This design comes from an exercise in tuning for small area on the open sky130 flow, not from production work. The RTL of this run was laid out without a check of its function. Power is estimated from default activity; no workload was simulated.

$ cat design/flow/config.mk
export PLATFORM = sky130hd
export DESIGN_NAME = posit_mult_32_4
export DESIGN_NICKNAME = posit_mult_32_4
export VERILOG_FILES = /design/flow/design.v
export SDC_FILE = /design/flow/constraint.sdc
export NUM_CORES = 4
export LEC_CHECK = 0
export CAP_MARGIN = 20
export CORE_MARGIN = 2
export CORE_UTILIZATION = 40
export SLEW_MARGIN = 20
$ cat design/flow/constraint.sdc
create_clock -name core_clock -period 10.0 [get_ports {clk}]
set_input_delay 2.0000 -clock core_clock [delete_from_list [all_inputs] [get_ports {clk}]]
set_output_delay 2.0000 -clock core_clock [all_outputs]
set_load 0.01 [all_outputs]
$ cat design/flow/design.v
module posit_mult_32_4 (
  input  wire        clk,
  input  wire [31:0] in1,
  input  wire [31:0] in2,
  input  wire        start,
  output wire [31:0] out,
  output wire        inf,
  output wire        zero,
  output wire        done
);
  reg  [6:0] cnt;
  wire [6:0] cnt_inc;
  pm_inc #(7) u_cinc (.a(cnt), .s(cnt_inc));
  wire c_lo_0  = (cnt[4:0] == 5'd0);
  wire ph_fill = ~cnt[6] & ~cnt[5];                   
  wire ph_wr   = cnt[6] & cnt[5];                     
  wire at64    = cnt[6] & ~cnt[5] & c_lo_0;           
  wire at65    = cnt[6] & ~cnt[5] & (cnt[4:0] == 5'd1);
  wire last    = ph_wr & (&cnt[4:0]);                 
  reg  [28:0] acc;
  always @(posedge clk)
    cnt <= at65 ? (acc[28] ? 7'd65 : 7'd96) : cnt_inc;
  wire s1 = in1[31], s2 = in2[31];
  wire nz1 = |in1[30:0], nz2 = |in2[30:0];
  assign inf  = (s1 & ~nz1) | (s2 & ~nz2);
  assign zero = ~s1 & ~nz1 & ~s2 & ~nz2;
  assign done = start;
  wire special = inf | ~nz1 | ~nz2;
  wire ms = s1 ^ s2;
  reg  [4:0]  F1;       
  reg         A1;       
  reg         N1;       
  reg  [31:0] M1;       
  wire [4:0]  F1_inc;
  pm_inc #(5) u_finc (.a(F1), .s(F1_inc));
  wire [31:0] v1 = {in1[30], in1[30:0]};
  wire [4:0]  idx1 = A1 ? F1 : ~cnt[4:0];
  wire        raw1 = v1[idx1];
  wire        term1 = ph_fill & ~A1 & (raw1 ^ in1[30]);
  wire        x1bit = A1 & (raw1 ^ (s1 & N1));
  always @(posedge clk) begin
    if (last) begin
      A1 <= 1'b0; F1 <= 5'd31; N1 <= 1'b0;
    end else if (ph_fill) begin
      if (term1) A1 <= 1'b1;
      if (A1 | term1) F1 <= F1_inc;
      if (A1) N1 <= N1 | raw1;
    end
    if (ph_fill) M1 <= {x1bit, M1[31:1]};
  end
  reg  [5:0]  J2;       
  reg         A2;
  reg         N2;
  reg  [3:0]  E2;       
  wire [5:0]  J2_inc;
  pm_inc #(6) u_jinc (.a(J2), .s(J2_inc));
  wire        e2rd  = A2 & (&J2[5:2]);                
  wire        frac2 = A2 & J2[5] & ~(&J2[5:2]) & ~cnt[6];
  wire        scan2 = ph_fill | (~cnt[6] & cnt[5] & c_lo_0);    
  wire [31:0] v2 = {in2[30], in2[30:0]};
  wire [4:0]  idx2 = frac2 ? J2[4:0] : ~cnt[4:0];
  wire        mux2 = v2[idx2];
  wire        raw2 = mux2 & (frac2 | ph_fill);
  wire        term2 = ~A2 & scan2 & (raw2 ^ in2[30]);
  wire        x2bit = mux2 ^ (s2 & N2);
  always @(posedge clk) begin
    if (last) begin
      A2 <= 1'b0; J2 <= 6'd60; N2 <= 1'b0;
    end else begin
      if (term2) A2 <= 1'b1;
      if (A2 & (~cnt[6] | at64)) J2 <= J2_inc;
      if (frac2) N2 <= N2 | mux2;
      if (e2rd) E2 <= {E2[2:0], raw2 ^ s2};
    end
  end
  wire        bq = frac2 ? x2bit : at64;
  reg         S, D0, D1;
  wire [28:0] addend = {bq, M1[27:0] & {28{bq}}};
  wire [28:0] sum;
  wire        sum_co;
  pm_add #(29) u_acc (.a(acc), .b(addend), .ci(1'b0), .s(sum), .co(sum_co));
  reg         ovf;
  always @(posedge clk) if (at64) ovf <= sum_co;
  wire        rc1 = in1[30] ^ s1, rc2 = in2[30] ^ s2;
  wire        c1 = s1 & ~N1, c2 = s2 & ~N2;
  wire [4:0]  es;
  wire        es_co;
  pm_add #(4) u_es (.a(M1[31:28]), .b(E2), .ci(c2), .s(es[3:0]), .co(es_co));
  wire [3:0]  e_o;
  wire        eo_co;
  pm_inc1 #(4) u_eo (.a(es[3:0]), .ci(ovf), .s(e_o), .co(eo_co));
  wire        f_neg = &F1;
  wire [6:0]  opA = {f_neg, f_neg, F1} ^ {7{rc1}};
  wire [6:0]  opB = {1'b0, J2} ^ {7{rc2}};
  wire        w0 = c1 ^ es_co ^ eo_co;
  wire        w1 = (c1 & es_co) | (eo_co & (c1 ^ es_co));
  reg  [6:0]  kk;       
  always @(*) begin
    case ({rc1, rc2, w1, w0})
      4'b1100: kk = 7'd89;  4'b1101: kk = 7'd90;  4'b1110: kk = 7'd91;  4'b1111: kk = 7'd92;
      4'b1000: kk = 7'd99;  4'b1001: kk = 7'd100; 4'b1010: kk = 7'd101; 4'b1011: kk = 7'd102;
      4'b0100: kk = 7'd29;  4'b0101: kk = 7'd30;  4'b0110: kk = 7'd31;  4'b0111: kk = 7'd32;
      4'b0000: kk = 7'd39;  4'b0001: kk = 7'd40;  4'b0010: kk = 7'd41;  default: kk = 7'd42;
    endcase
  end
  wire [6:0]  cs_s, cs_c;
  pm_csa #(7) u_csa (.a(opA), .b(opB), .c(kk), .s(cs_s), .cy(cs_c));
  wire [6:0]  Rp;
  wire        rp_co;
  pm_add #(7) u_rp (.a(cs_s), .b({cs_c[5:0], 1'b0}), .ci(1'b0), .s(Rp), .co(rp_co));
  wire        sg = Rp[6];
  wire [6:0]  am = Rp ^ {7{sg}};                      
  wire        big = am[6] | am[5] | (&am[4:1]);        
  wire [4:0]  bsh_m1 = big ? 5'd30 : am[4:0];           
  wire        rnd_en = ~am[6] & ~am[5] & ~(am[4] & am[3] & (|am[2:0]));    
  wire [4:0]  cl = cnt[4:0];
  wire        esel = ph_wr & cl[4] & cl[3] & (cl[2:1] != 2'b00);    
  wire        ebit = cl[2] ? (cl[1] ? (cl[0] ? ~sg : sg) : (cl[0] ? e_o[3] : e_o[2]))
                           : (cl[0] ? e_o[1] : e_o[0]);
  wire        src = esel ? ebit : sum[0];
  always @(posedge clk) begin
    acc <= {sum_co, sum[28:1]};
    D1 <= src;
    D0 <= D1;
    S  <= ~ph_fill & (S | D0);
  end
  wire [4:0]  oi;
  wire        oi_co;
  pm_add #(5) u_oi (.a(cl), .b(~bsh_m1), .ci(1'b0), .s(oi), .co(oi_co));
  reg         C;
  wire        L = src, G = D1, R = D0, St = S;
  wire        ulp = rnd_en & G & (L | R | St);
  wire        first = (oi == 5'd0);
  wire        cin = first ? ((G ^ ms) & (ulp ^ ms)) : C;
  wire        yv = (L ^ ms) ^ cin;
  wire        val = ~special & (oi_co ? yv : (~sg ^ ms));
  reg  [30:0] outr;
  always @(posedge clk) C <= (L ^ ms) & cin;
  genvar gi;
  generate for (gi = 0; gi < 31; gi = gi + 1) begin : g_out
    always @(posedge clk) if (ph_wr & (oi == gi)) outr[gi] <= val;
  end endgenerate
  assign out = {special ? inf : ms, outr};
endmodule
module pm_add #(parameter W = 4) (
  input  wire [W-1:0] a, b,
  input  wire         ci,
  output wire [W-1:0] s,
  output wire         co
);
  wire [W:0] c;
  assign c[0] = ci;
  genvar i;
  generate for (i = 0; i < W; i = i + 1) begin : g
    assign s[i] = a[i] ^ b[i] ^ c[i];
    assign c[i+1] = (a[i] & b[i]) | (c[i] & (a[i] ^ b[i]));
  end endgenerate
  assign co = c[W];
endmodule
module pm_csa #(parameter W = 4) (
  input  wire [W-1:0] a, b, c,
  output wire [W-1:0] s, cy
);
  assign s  = a ^ b ^ c;
  assign cy = (a & b) | (c & (a ^ b));
endmodule
module pm_inc #(parameter W = 4) (
  input  wire [W-1:0] a,
  output wire [W-1:0] s
);
  wire [W:0] c;
  assign c[0] = 1'b1;
  genvar i;
  generate for (i = 0; i < W; i = i + 1) begin : g
    assign s[i] = a[i] ^ c[i];
    assign c[i+1] = a[i] & c[i];
  end endgenerate
endmodule
module pm_inc1 #(parameter W = 4) (
  input  wire [W-1:0] a,
  input  wire         ci,
  output wire [W-1:0] s,
  output wire         co
);
  wire [W:0] c;
  assign c[0] = ci;
  genvar i;
  generate for (i = 0; i < W; i = i + 1) begin : g
    assign s[i] = a[i] ^ c[i];
    assign c[i+1] = a[i] & c[i];
  end endgenerate
  assign co = c[W];
endmodule
$ cat design/flow/run.sh
#!/bin/bash
# synth_recipe.tcl (not shown) runs the flow's synth.tcl, then flattens the netlist and writes it again
# the make line also repeats each setting of config.mk as NAME=value (left out here)
make -C /OpenROAD-flow-scripts/flow DESIGN_CONFIG=/design/flow/config.mk WORK_HOME=/design/flow/orfs CLKGATE_MAP_FILE= SYNTH_SCRIPT=/design/flow/synth_recipe.tcl finish
==> summary.txt <==
-- layout make-up --
type                            count  area share
Tap cell                          229      0.0273
Timing Repair Buffer              220       0.185
Clock buffer                       19      0.0422
Inverter                           46      0.0165
Clock inverter                     13     0.00859
Multi-Input combinational cell    471       0.421
Sequential cell                   123       0.300
-- final timing paths --
check	slack [ns]	cells past startpoint	endpoint	from
worst max register to register	-2.14	42	ovf$_DFFE_PP_	A2$_SDFFE_PP0P_
worst min-delay path	0.37	0	D0$_DFF_P_	D1$_DFF_P_
worst min register to register	0.37	0	D0$_DFF_P_	D1$_DFF_P_
worst max-delay path	-2.75	40	ovf$_DFFE_PP_	in2[24]
-- flip-flops by register name, summed over array words and instances (netlist names), 4 cells and up --
signal and count:
E2 4, F1 5, cnt 7, outr 31, acc 29, M1 32
J2 6
-- per-layer routing --
metal | global-route usage | share of wire
met2 | 0.342 | 0.49
met1 | 0.264 | 0.44
met5 | 0 | 0
met3 | 0.0428 | 0.053
met4 | 0.0563 | 0.015
-- power by group through the flow --
stage                     clock network (mW)  logic (mW)  registers [mW]
after global placement                     0       0.715           0.660
after detailed placement                   0       0.731           0.661
after floorplan                            0       0.409           0.677
after global routing                   0.588        1.03           0.652
after CTS                              0.563       0.861           0.649
final                                  0.552       0.952           0.648
-- repair_timing --
item                                   CTS  global route
endpoints found under the hold margin    0             0
pin swaps                               35             5
cloned                                   2             1
setup endpoints to repair               75            74
buffers inserted                        13             4
gates resized for setup                122            32
-- kinds of logic after synthesis --
family,Yosys count
xor+xnor,28
buf+inv,76
compound gates,126
fa+ha+maj,72
flops,123
simple gates,221
mux,23
-- worst max-delay path: cells and delay by family --
family,cells,cell delay [ns]
adders and majority gates,29,9.34
AOI/OAI and AO/OA,5,0.83
buffers and inverters,5,0.46
and+or+nand+nor,1,0.28
-- per-stage QoR --
stage | TNS [ns] | cell area [µm²] | hold WS (ns)
2_1_floorplan | -58.79 | 7700 | 0.352
6_report | -43.18 | 10500 | 0.373
3_3_place_gp | -130.87 | 9530 | 0.366
4_1_cts | -43.18 | 10300 | 0.374
3_5_place_dp | -143.88 | 9530 | 0.367
5_1_grt | -67.11 | 10500 | 0.390
-- layout by cell type, fill, tap and decap left out, types with 6 or more instances in the layout --
master,count
buf_4,110
clkdlybuf4s50_1,70
edfxtp_1,68
dfxtp_1,55
nor2_1,54
fa_2,40
nand2_1,34
inv_1,31
a21boi_2,23
xnor2_1,20
ha_1,18
clkbuf_16,18
nor4_1,15
nand3_1,15
mux2i_1,15
inv_2,15
dlygate4sd2_1,15
nor2_2,14
a21oi_1,13
o21ai_0,12
nand2b_1,12
buf_6,12
nor2b_1,10
nand4_1,9
nor3_1,9
a211oi_2,8
and2_1,7
fa_1,7
a21boi_0,6
mux4_2,6
a31oi_1,6
buf_2,6
==> impl_results.md <==
* Status: finished with violations
* SO Faults: negative setup slack
* Clk network pwr share at 0.256
* CTS tree: built
* Sequential cell area at 3140 µm²
* Layout overhead on the synthesized area at 40.4%
* WP data arrival at 12.92 ns
* Post-cts hold buffer count at 0
* Clk root buf: clkbuf_16
* Worst Setup End Kind: register
* Most used cell, CP: fa_2
* Clock sink count at 123
* Pre-CTS WS at -3.70 ns
* Post-synthesis cell type count at 74
* Global-route wire length before repair at 31,600 µm
* Via density at 5.31
* Vias in the first global route at 6,214
* Post-DRT Antenna Nets at 0
* Max-slew headroom at the worst pin at 0.436
* Final #Nets at 1,017
* Max-cap viol count at 0
* Port buffer count at 98
* CP Max Fanout at 4
* Sw power at 0.732 mW
* Top cells by area, synth: edfxtp_1, dfxtp_1, fa_1, ha_1, nor2_1
* Fraction of layout cells with a size suffix above 1 at 0.371
* Main flop type after synthesis: edfxtp_1
* Power share of the combinational group at 0.442
* Worst slew pin tran at 0.822 ns
* Warnings, synthesis at 1
* Die Wd at 141 µm
* Core Util, Final at 0.578
* # DRC at 0
* DIE AREA at 19,800 µm²
* Count leader, synth: nor2_1
* CTS Buf Count at 17
* Initial Utilization at 0.412
* Grt total ovfl at 0
* Adder and majority cell fraction of the synthesized area at 0.168
* Period minus WS final at 12.75 ns
* Pin count of the biggest net entering global routing at 37
* Final Max Tran Viols at 0
* Site Rows at 49
* Critical path launch point type: input pin
* Clk latency of the worst-skew pair at 0.42 ns
* Dpl hpwl at 14,600 µm
* Main combinational cell family by area after synthesis: adder cells
* Peak Freq at 78.4 MHz
* First-pass detailed-route iteration total at 5
* DRT iter0 DRCs at 329
* Top-level I/O count at 101
* H-Tree Depth at 4
* Area of the multi-input gates at 4410 µm²
* Fin Clk Skew at 0.0108 ns
* Critical path required time at 10.17 ns
* Total wire length at 19,400 µm
* N_diodes at 0
* Post-Synth XOR/XNOR Area at 0.0328
* Crit path largest cell delay at 0.35 ns
* Initial antenna violation count at 0
* DR WL/cell at 17.3 µm
* Placed cells at 1,069
* Fill cell count at 1,506
* Final worst setup slack at -2.75 ns
* Number of synthesized flops with an enable pin at 68
* Post-Syn Nets at 807
* Post-Syn Area at 7470 µm²
* Core Area at 18,100 µm²
* Mux cell area share after synthesis at 0.0417
* Sw Share at 0.340
* Sequential area share after synthesis at 0.421
* Clk pin slew, worst setup/hold paths at 0.06 ns
* Static Leakage at 4.00 nW
* Non-filler cells, final at 1,121
* Mean Syn Cell Area at 11.2 µm²
* Pint at 1.42 mW
* Via Count at 5,954
* Die Y-Extent at 141 µm
* #FFs+latches synth at 123
* Compound-Gate Fraction of Synth Area at 0.136
* Gr usage total at 0.202
* Synth top cells by count: nor2_1, edfxtp_1, dfxtp_1
* Fin crit share at 1.28
* Maximum vdd drop at 0.171 mV
* WS Path Type: in -> reg
* Unrepaired setup endpoints after global routing: yes
* Final setup fails at 50
* Synth Instances at 669
* Sequential share of power at 0.301
* Yosys top cell area share at 0.273
* Share of synthesized flip-flops with an asynchronous set or reset at 0
* Synth Area in Simple Gates at 0.150
* RD Place Congestion at 0.900
* Critical-path top delay cell: o311a_1
* Pwr dens at 205 nW/µm²
* Final hold vios at 0
* Overall Power at 2.15 mW
* Area leader, netlist: edfxtp_1
* Hold crit path type: reg -> reg
* Clock Path Buffers at 2

afterwards: timing with drivers on the ports:
Ports are ideal in the flow. The routed layout listed here was re-timed in OpenROAD.
Step 1: set_driving_cell puts a clkbuf_16 on clk and a buf_2 on each other input, an assumption about the parent block.
Step 2 adds t to the input delays and takes it off the output delays; t is the mean of the earliest and latest rising clock arrival at the registers after step 1. Input paths then give back, and output paths get back, about the clock's delay inside the block.
Three values: ideal, step 1, step 2; two values: the first two.
shift t [ns]: 0.459
slack for setup (ns): -2.752 / -2.746 / -3.204
slew at the worst register clock pin (ns): 0.06 / 0.06
For this run, drivers alone change the setup slack by +0.006 ns; drivers and shift together by -0.452 ns.
